This is an optimization exercise on Yosys and OpenROAD, whose aim is small area and a short achievable clock period, not a production implementation. Function not checked in this run: the RTL went through the layout flow alone. Power figures rest on the tool's default switching activity, not on a simulated workload.

$ cat flow/rom_contents.dat
7857DD86
22222222
BA6F875C
940EEE3C
4DC2A627
33406BC4
E325FAA6
B938451E
68FB90D7
C1D8FAC1
B7740A63
C2354E2B
43E58844
887E8400
3EC33DD6
A2DA95A8
12345678
23456789
7F90ADE7
5AAB0A37
6A769806
86FF0DE2
BA4E6C36
9D9B532A
F6978770
37D72E4A
4F3D4E7B
8B389064
B43D4318
548A84A5
84F42B4B
131DB618
BB3A6A06
C63D5F77
FFE9EC11
DDFA7FA4
34D57084
B070E384
C0A9C8BE
BA49C19F
77F1CAF0
ECB736D8
B5834F4C
D4DD79D3
DF354788
A70B967A
25FBAB1B
88177ABD
366DADC0
DE11EE00
6972F683
FAACED22
0EF8E010
C54BE01C
597538CB
A0F09780
6AA45FE0
7744001A
1FCA7DA2
B9AE5C8F
BE564059
2393446A
C34797C4
53BDF64D
$ cat flow/flow/run.sh
#!/bin/bash
# Standard layout, with small port buffers and the pins_in/HRDATA pins paired.
set -euo pipefail
here=$(pwd)
export BUFFER_PORTS_ARGS="-buffer_cell sky130_fd_sc_hd__buf_1"
export PRE_IO_PLACEMENT_TCL=$here/flow/io.tcl
bash standard.sh > $here/standard.log 2>&1
$ cat flow/flow/io.tcl
# keep each pins_in bit beside the HRDATA bit it feeds
set_io_pin_constraint -group -order -pin_names {pins_in[0] HRDATA[0] pins_in[1] HRDATA[1] pins_in[2] HRDATA[2] pins_in[3] HRDATA[3] pins_in[4] HRDATA[4] pins_in[5] HRDATA[5] pins_in[6] HRDATA[6] pins_in[7] HRDATA[7] pins_in[8] HRDATA[8] pins_in[9] HRDATA[9] pins_in[10] HRDATA[10] pins_in[11] HRDATA[11] pins_in[12] HRDATA[12] pins_in[13] HRDATA[13] pins_in[14] HRDATA[14] pins_in[15] HRDATA[15] pins_in[16] HRDATA[16] pins_in[17] HRDATA[17] pins_in[18] HRDATA[18] pins_in[19] HRDATA[19] pins_in[20] HRDATA[20] pins_in[21] HRDATA[21] pins_in[22] HRDATA[22] pins_in[23] HRDATA[23] pins_in[24] HRDATA[24] pins_in[25] HRDATA[25] pins_in[26] HRDATA[26] pins_in[27] HRDATA[27] pins_in[28] HRDATA[28] pins_in[29] HRDATA[29] pins_in[30] HRDATA[30] pins_in[31] HRDATA[31]}
$ cat flow/standard.sh
#!/bin/bash
# synth_recipe.tcl (not shown) runs the flow's synth.tcl, then flattens the netlist and writes it again
# the make line also repeats each setting of config.mk as NAME=value (left out here)
make -C /OpenROAD-flow-scripts/flow DESIGN_CONFIG=/design/flow/config.mk WORK_HOME=/design/flow/orfs CLKGATE_MAP_FILE= SYNTH_SCRIPT=/design/flow/synth_recipe.tcl "${@:-finish}"
$ cat flow/config.mk
export PLATFORM = sky130hd
export DESIGN_NAME = ahb_lite
export DESIGN_NICKNAME = ahb_lite
export VERILOG_FILES = /design/flow/design.v
export SDC_FILE = /design/flow/constraint.sdc
export NUM_CORES = 4
export LEC_CHECK = 0
export CAP_MARGIN = 20
export CORE_MARGIN = 2
export CORE_UTILIZATION = 45
export CTS_BUF_LIST = sky130_fd_sc_hd__clkbuf_8
export CTS_CLUSTER_DIAMETER = 80
export CTS_CLUSTER_SIZE = 14
export SETUP_SLACK_MARGIN = 4.5
export SLEW_MARGIN = 20
$ cat flow/constraint.sdc
create_clock -name core_clock -period 8.0 [get_ports {HCLK}]
set_input_delay 1.6000 -clock core_clock [delete_from_list [all_inputs] [get_ports {HCLK}]]
set_output_delay 1.6000 -clock core_clock [all_outputs]
set_load 0.01 [all_outputs]
$ cat flow/design.v
module flop 
#(parameter WIDTH = 8)
(input              	clk,
 input  	[WIDTH-1:0] d,
 output reg [WIDTH-1:0] q
);
  always@(posedge clk)
    q <= d;
endmodule
module ahb_decoder(
	input  [31:0] HADDR,
    output [3:0]  HSEL
);
  assign HSEL[0] = (HADDR[31:16] == 16'h0000);     
  assign HSEL[1] = (HADDR[31:17] == 15'h0001);     
  assign HSEL[2] = (HADDR[31:4]  == 28'h2020000);  
  assign HSEL[3] = (HADDR[31:8]  == 24'h200030);   
endmodule
module ahb_mux(
	input  [3:0]  HSEL,
    input  [31:0] HRDATA0, HRDATA1, HRDATA2, HRDATA3,
	output [31:0] HRDATA
);
  assign HRDATA = ({32{HSEL[0]}} & HRDATA0) |
                  ({32{HSEL[1]}} & HRDATA1) |
                  ({32{HSEL[2]}} & HRDATA2) |
                  ({32{HSEL[3]}} & HRDATA3);
endmodule
module ahb_rom(
    input  [7:2]  HADDR,
    output [31:0] HRDATA
);
  reg [31:0] rom[63:0];  
  initial
      $readmemh("rom_contents.dat",rom);
  assign HRDATA = rom[HADDR[7:2]];
endmodule
module ahb_ram(
	input         HCLK,
    input         WE,         
    input  [3:0]  WADDR,      
    input  [31:0] HWDATA,
    input  [3:0]  RADDR,      
	output [31:0] RDATA,      
    output        FWD         
);
  reg [31:0] ram[15:0];  
  wire [15:0] rsel = 16'b1 << RADDR;
  reg  [31:0] rd;
  integer i;
  always@(*) begin
    rd = 32'b0;
    for (i = 0; i < 16; i = i + 1)
      rd = rd | ({32{rsel[i]}} & ram[i]);
  end
  assign RDATA = rd;
  assign FWD   = WE & (WADDR == RADDR);
  always@(posedge HCLK)
    if (WE) ram[WADDR] <= HWDATA;
endmodule
module ahb_gpio(input  logic        HCLK,
                input  logic        HRESETn,
                input  logic        WE,       
                input  logic        WADDR,    
                input  logic [31:0] HWDATA,
                input  logic        RADDR,    
                output logic [31:0] RDATA,    
                output logic [31:0] INDIR,    
                output logic [31:0] pins_out,
                output logic [31:0] pins_dir);
  logic [31:0] port_d, dir_d;
  assign port_d = (WE & ~WADDR) ? HWDATA : pins_out;
  assign dir_d  = (WE &  WADDR) ? HWDATA : pins_dir;
  always_ff @(posedge HCLK or negedge HRESETn)
    if (~HRESETn) begin
      pins_out <= 32'b0;   
      pins_dir <= 32'b0;   
    end else begin
      pins_out <= port_d;
      pins_dir <= dir_d;
    end
  assign RDATA = RADDR ? dir_d : (dir_d & port_d);
  assign INDIR = ~dir_d;
endmodule
module ahb_timer(
	input         HCLK,
    input         HRESETn,
    input         WE,          
    input  [2:0]  WADDR,       
    input  [31:0] HWDATA,
    input  [2:0]  RADDR,       
    output [31:0] RDATA,
    output        FWD          
);
  reg  [3:0]  cs;
  reg  [31:0] clo, chi;
  reg  [31:0] c0r, c1r, c2r, c3r;   
  reg  [3:0]  cv;                   
  reg         clo_max;              
  wire [31:0] clo_d, chi_d;
  wire [31:0] c0, c1, c2, c3;
  wire [3:0]  match, clr;
  wire [7:0]  wsel = {8{WE}} & (8'b1 << WADDR);
  wire [31:0] clo_inc = clo + 1;
  wire [31:0] chi_inc = chi + clo_max;
  assign clo_d = wsel[1] ? HWDATA : clo_inc;
  assign chi_d = wsel[2] ? HWDATA : chi_inc;
  assign c0 = {32{cv[0]}} & c0r;
  assign c1 = {32{cv[1]}} & c1r;
  assign c2 = {32{cv[2]}} & c2r;
  assign c3 = {32{cv[3]}} & c3r;
  wire clo_zero = (clo == 32'b0);
  assign clr = {4{wsel[0]}} & HWDATA[3:0];
  assign match[0] = ~clr[0] & (cs[0] | (cv[0] ? (clo == c0r) : clo_zero));
  assign match[1] = ~clr[1] & (cs[1] | (cv[1] ? (clo == c1r) : clo_zero));
  assign match[2] = ~clr[2] & (cs[2] | (cv[2] ? (clo == c2r) : clo_zero));
  assign match[3] = ~clr[3] & (cs[3] | (cv[3] ? (clo == c3r) : clo_zero));
  always@(posedge HCLK or negedge HRESETn)
    if (~HRESETn) begin
      cs  <= 4'b0;    
      clo <= 32'b0;   
      chi <= 32'b0;   
      cv  <= 4'b0;    
      clo_max <= 1'b0;
    end 
	else begin
      cs  <= match;
      clo <= clo_d;
      chi <= chi_d;
      cv  <= cv | wsel[6:3];
      clo_max <= &clo_d;
    end    
  always@(posedge HCLK) begin
    if (wsel[3]) c0r <= HWDATA;
    if (wsel[4]) c1r <= HWDATA;
    if (wsel[5]) c2r <= HWDATA;
    if (wsel[6]) c3r <= HWDATA;
  end
  wire [7:0] rsel = 8'b1 << RADDR;
  assign FWD   = WE & (WADDR == RADDR) & (RADDR != 3'd0) & (RADDR != 3'd7);
  assign RDATA = ({32{rsel[0]}} & {28'b0, match}) |
                  ({32{rsel[1]}} & clo_inc) |
                  ({32{rsel[2]}} & chi_inc) |
                  ({32{rsel[3]}} & c0) |
                  ({32{rsel[4]}} & c1) |
                  ({32{rsel[5]}} & c2) |
                  ({32{rsel[6]}} & c3);
endmodule
module ahb_lite(
	input        HCLK,
    input        HRESETn,
    input [31:0] HADDR,
    input        HWRITE,
    input [31:0] HWDATA,
    output[31:0] HRDATA,
    input [31:0] pins_in,
    output[31:0] pins_out,
    output[31:0] pins_dir
);
  wire [3:0]  HSEL;
  wire [31:0] RD0, RD1, RD2, RD3, RDSEL, RDNEXT;
  wire        FWD1, FWD3;
  wire [31:0] RDDEL;
  wire [2:0]  WSEL, WSELDEL;
  wire [3:0]  WADDRDEL;
  wire [31:0] INDIR, PINSELDEL;
  ahb_decoder dec(HADDR, HSEL);
  assign WSEL = {3{HWRITE}} & HSEL[3:1];
  flop #(3)   wselreg(HCLK, WSEL, WSELDEL);
  flop #(4)   waddrreg(HCLK, HADDR[5:2], WADDRDEL);
  ahb_rom     rom  (HADDR[7:2], RD0);
  ahb_ram     ram  (HCLK, WSELDEL[0], WADDRDEL, HWDATA, HADDR[5:2], RD1, FWD1);
  ahb_gpio    gpio (HCLK, HRESETn, WSELDEL[1], WADDRDEL[0], HWDATA, HADDR[2], RD2, INDIR, pins_out, pins_dir);
  ahb_timer   timer(HCLK, HRESETn, WSELDEL[2], WADDRDEL[2:0], HWDATA, HADDR[4:2], RD3, FWD3);
  ahb_mux     mux(HSEL, RD0, RD1, RD2, RD3, RDSEL);
  assign RDNEXT = ((HSEL[1] & FWD1) | (HSEL[3] & FWD3)) ? HWDATA : RDSEL;
  flop #(32)  rdreg(HCLK, RDNEXT, RDDEL);
  flop #(32)  pinselreg(HCLK, {32{HSEL[2] & ~HADDR[2]}} & INDIR, PINSELDEL);
  assign HRDATA = RDDEL | (PINSELDEL & pins_in);
endmodule
==> impl_metrics.env <==
export IMPL_track_usage=0.339
export IMPL_initial_core_util=0.453
export IMPL_antenna_found_initial=5
export IMPL_period_needed_ns=3.64
export IMPL_grt_overflow=0
export IMPL_detail_route_wl_per_cell_um=35.3
export IMPL_synth_ff_type="edfxtp_1"
export IMPL_fmax_mhz=274
export IMPL_yosys_register_bits=848
export IMPL_hold_class="flop to flop"
export IMPL_rows=106
export IMPL_cts_tree="done"
export IMPL_cts_sinks=848
export IMPL_synth_fp_nets=3064
export IMPL_p_per_area_nw_per_um2=189
export IMPL_vias=28600
export IMPL_syn_inst=2948
export IMPL_slowest_delay_ns=0.41
export IMPL_post_synth_num_cell_types=85
export IMPL_core_um2=83300
export IMPL_syn2layout_area_growth_pct=14.9
export IMPL_ys_top_cells_by_count="edfxtp_1, nor2_1, clkbuf_1, xor2_1, dfrtp_1"
export IMPL_syn_area_um2=37700
export IMPL_ant_nets=0
export IMPL_crit_arrival_ns=4.26
export IMPL_cts_made_buffers=72
export IMPL_dieArea_um2=86100
export IMPL_crit_top_cell="buf_12"
export IMPL_tightestPinTransition_ns=0.951
export IMPL_place_port_buffers=192
export IMPL_yosysMostFrequentCell="edfxtp_1"
export IMPL_fin_tns_setup_ns=0
export IMPL_clk_pin_slew_ns=0.11
export IMPL_gp_congestion=1.00
export IMPL_die_w_um=293
export IMPL_startpoint_type="input port"
export IMPL_cp_max_fo=8
export IMPL_grt_pass1_vias=26700
export IMPL_die_h_um=293
export IMPL_htree_num_levels=3
export IMPL_synth_edf_count=640
export IMPL_avgSynthCellArea_um2=12.8
export IMPL_max_slew_margin=0.366
export IMPL_final_nets=3264
export IMPL_rsz0062_at_grt="true"
export IMPL_via_per_inst=6.72
export IMPL_cts_path_max_buffers=3
export IMPL_max_vdd_ir_drop_mv=0.167
export IMPL_grt_pass1_wl_mm=206
export IMPL_root_buffer="clkbuf_8"
export IMPL_wirelength_mm=150
export IMPL_drt_iter0_drc=4180
export IMPL_critPathSlowestCell="nand4_1"
export IMPL_route_detailed_drc=0
export IMPL_dp_cells=4083
export IMPL_nFillCells=7207
export IMPL_yosysSeqAreaShare=0.638
export IMPL_insertion_delay_ns=0.71
export IMPL_maxSlewViolCount=0
export IMPL_yosysTopAreaCell="edfxtp_1"
export IMPL_stdcell_count=4256
export IMPL_worstSetupEndpointType="flop"
export IMPL_synth_area_leaders="edfxtp_1, dfrtp_1, dfxtp_1"
export IMPL_finalCritPeriodShare=0.456
export IMPL_clock_skew_ns=0.0440
export IMPL_hold_viol_final=0
export IMPL_cap_violations=0
export IMPL_num_io_pins=195
export IMPL_status="finished clean"
export IMPL_synthArstFlopShare=0.162
export IMPL_yosysWarningCount=7
export IMPL_setup_viol=0
export IMPL_first_pass_iters=8
export IMPL_drive_above_1_share=0.184
export IMPL_grt_max_degree=76
export IMPL_critical_path_class="input port to flop"
export IMPL_dp_hpwl_mm=91.2
export IMPL_crit_chain="buf_8 -> buf_12 -> buf_6 -> ha_4 -> buf_12 -> and3b_4 -> buf_12 -> buf_12 -> a22o_1 -> a221oi_2 -> nand4_1 -> a21oi_1 -> o2111ai_1 -> o21a_1"
export IMPL_synth_top_area_frac=0.510
export IMPL_p_leak_uw=0.0149
export IMPL_crit_required_ns=8.62
[metal layers]
| metal | share of wire | vias up | track usage |
|---|---|---|---|
| li1 | - | 11800 | - |
| met1 | 0.40 | 14500 | 0.479 |
| met2 | 0.44 | 1894 | 0.510 |
| met3 | 0.10 | 313 | 0.0573 |
| met4 | 0.052 | 0 | 0.163 |
| met5 | 0 | - | 0 |
[worst max-delay path, delay by kind of cell]
kind | cells | cell delay, ns
buf+inv | 6 | 0.82
fa+ha+maj | 1 | 0.16
compound gates | 5 | 1.00
simple gates | 2 | 0.67
[per-stage QoR]
step | power (µW) | utilization | hold slack, ns | setup WS (ns) | instance area, µm²
2_1_floorplan | 5410 | - | 0.472 | 3.98 | 38200
3_3_place_gp | 5800 | 0.481 | 0.503 | 2.55 | 40100
3_5_place_dp | 5810 | 0.481 | 0.510 | 2.59 | 40100
4_1_cts | 8170 | 0.512 | 0.531 | 4.40 | 42600
5_1_grt | 8430 | 0.520 | 0.552 | 4.36 | 43300
6_report | 8210 | 0.520 | 0.532 | 4.36 | 43300
[cell type report]
class | count | area [µm²] | share of cell area
Sequential cell | 848 | 24100 | 0.555
Clock inverter | 25 | 170 | 0.00393
Inverter | 19 | 103 | 0.00237
Multi-Input combinational cell | 1838 | 13600 | 0.314
Tap cell | 1080 | 1350 | 0.0312
Clock buffer | 75 | 1030 | 0.0238
Timing Repair Buffer | 369 | 3000 | 0.0692
Antenna cell | 2 | 5.00 | 0.000115
[what timing repair did]
action | CTS | global route
buffers inserted | 35 | 18
gates cloned | 13 | 5
endpoints found under the setup margin | 96 | 64
hold buffers | 0 | 0
pin swaps | 36 | 52
gates resized for setup | 167 | 107
[cell families after synthesis]
| logic type | synth area share |
|---|---|
| AO/OA/AOI/OAI | 0.154 |
| XOR/XNOR | 0.0441 |
| adder cells (fa/ha/maj) | 0.00564 |
| buffers and inverters | 0.0278 |
| flip-flops | 0.638 |
| multiplexers | 0.0322 |
| AND/OR/NAND/NOR | 0.0981 |
[report_power, final]
part,switching [µW],internal [µW]
clock,1470,903
sequential,148,4780
combinational,604,312
total,2220,5990
[final timing paths]
kind / start / endpoint / slack, ns / depth (start not counted)
worst max register to register: timer.clo[1] / rdreg.q[30] / 4.64 / 8
worst min register to register: gpio.pins_out[11] / gpio.pins_out[11] / 0.53 / 1
max in group asynchronous: HRESETn / gpio.pins_dir[15] / 6.13 / 2
worst min-delay path: gpio.pins_out[11] / gpio.pins_out[11] / 0.53 / 1
min in group asynchronous: HRESETn / timer.clo[6] / 0.71 / 1
worst max-delay path: HADDR[3] / rdreg.q[13] / 4.36 / 14
[cell usage in the layout (no fill, tap or decap), types with 39 or more instances in the layout]
cell type and count:
edfxtp_1 640, nor2_1 197, buf_1 153, xor2_1 144, dfrtp_1 135, a22oi_1 127, a21oi_1 118, nand2_1 116
buf_4 115, o21ai_0 110, a22o_1 84, clkbuf_8 76, nand3_1 75, mux2_2 74, dfxtp_1 71, a221oi_2 62
nand4_1 56, nor4_1 52, xnor2_1 46, nor3_1 39
[flip-flops by register name, summed over array words and instances (netlist names)]
register       flops
timer.chi         32
waddrreg.q         4
gpio.pins_out     32
timer.c0r         32
timer.cs           4
timer.c2r         32
timer.clo_max      1
rdreg.q           32
timer.c3r         32
wselreg.q          3
gpio.pins_dir     32
timer.cv           4
timer.clo         32
timer.c1r         32
pinselreg.q       32
ram.ram          512

port drivers added, routing unchanged:
No port has a modelled driver above. Below, the same layout with a new extraction and two added sets of constraints. Step 1 sets driving cells, clkbuf_16 on the clock port and buf_2 on the other inputs (assumed; they add their load-dependent delay and slew). Step 2 times the ports against the registers' clock, not the clock port: input delays grow and output delays shrink by t, the midpoint of the rising clock arrivals with the driver on. a / b / c = ideal / step 1 / step 2; a / b = the first two.
shift t [ns]: 0.754
setup WS [ns]: 4.356 / 4.369 / 3.625
cell pins on the clock port's net: 1
After both steps setup and hold are still met in this run. The setup slack of this run moves by +0.013 ns with the drivers and by -0.731 ns with both steps.
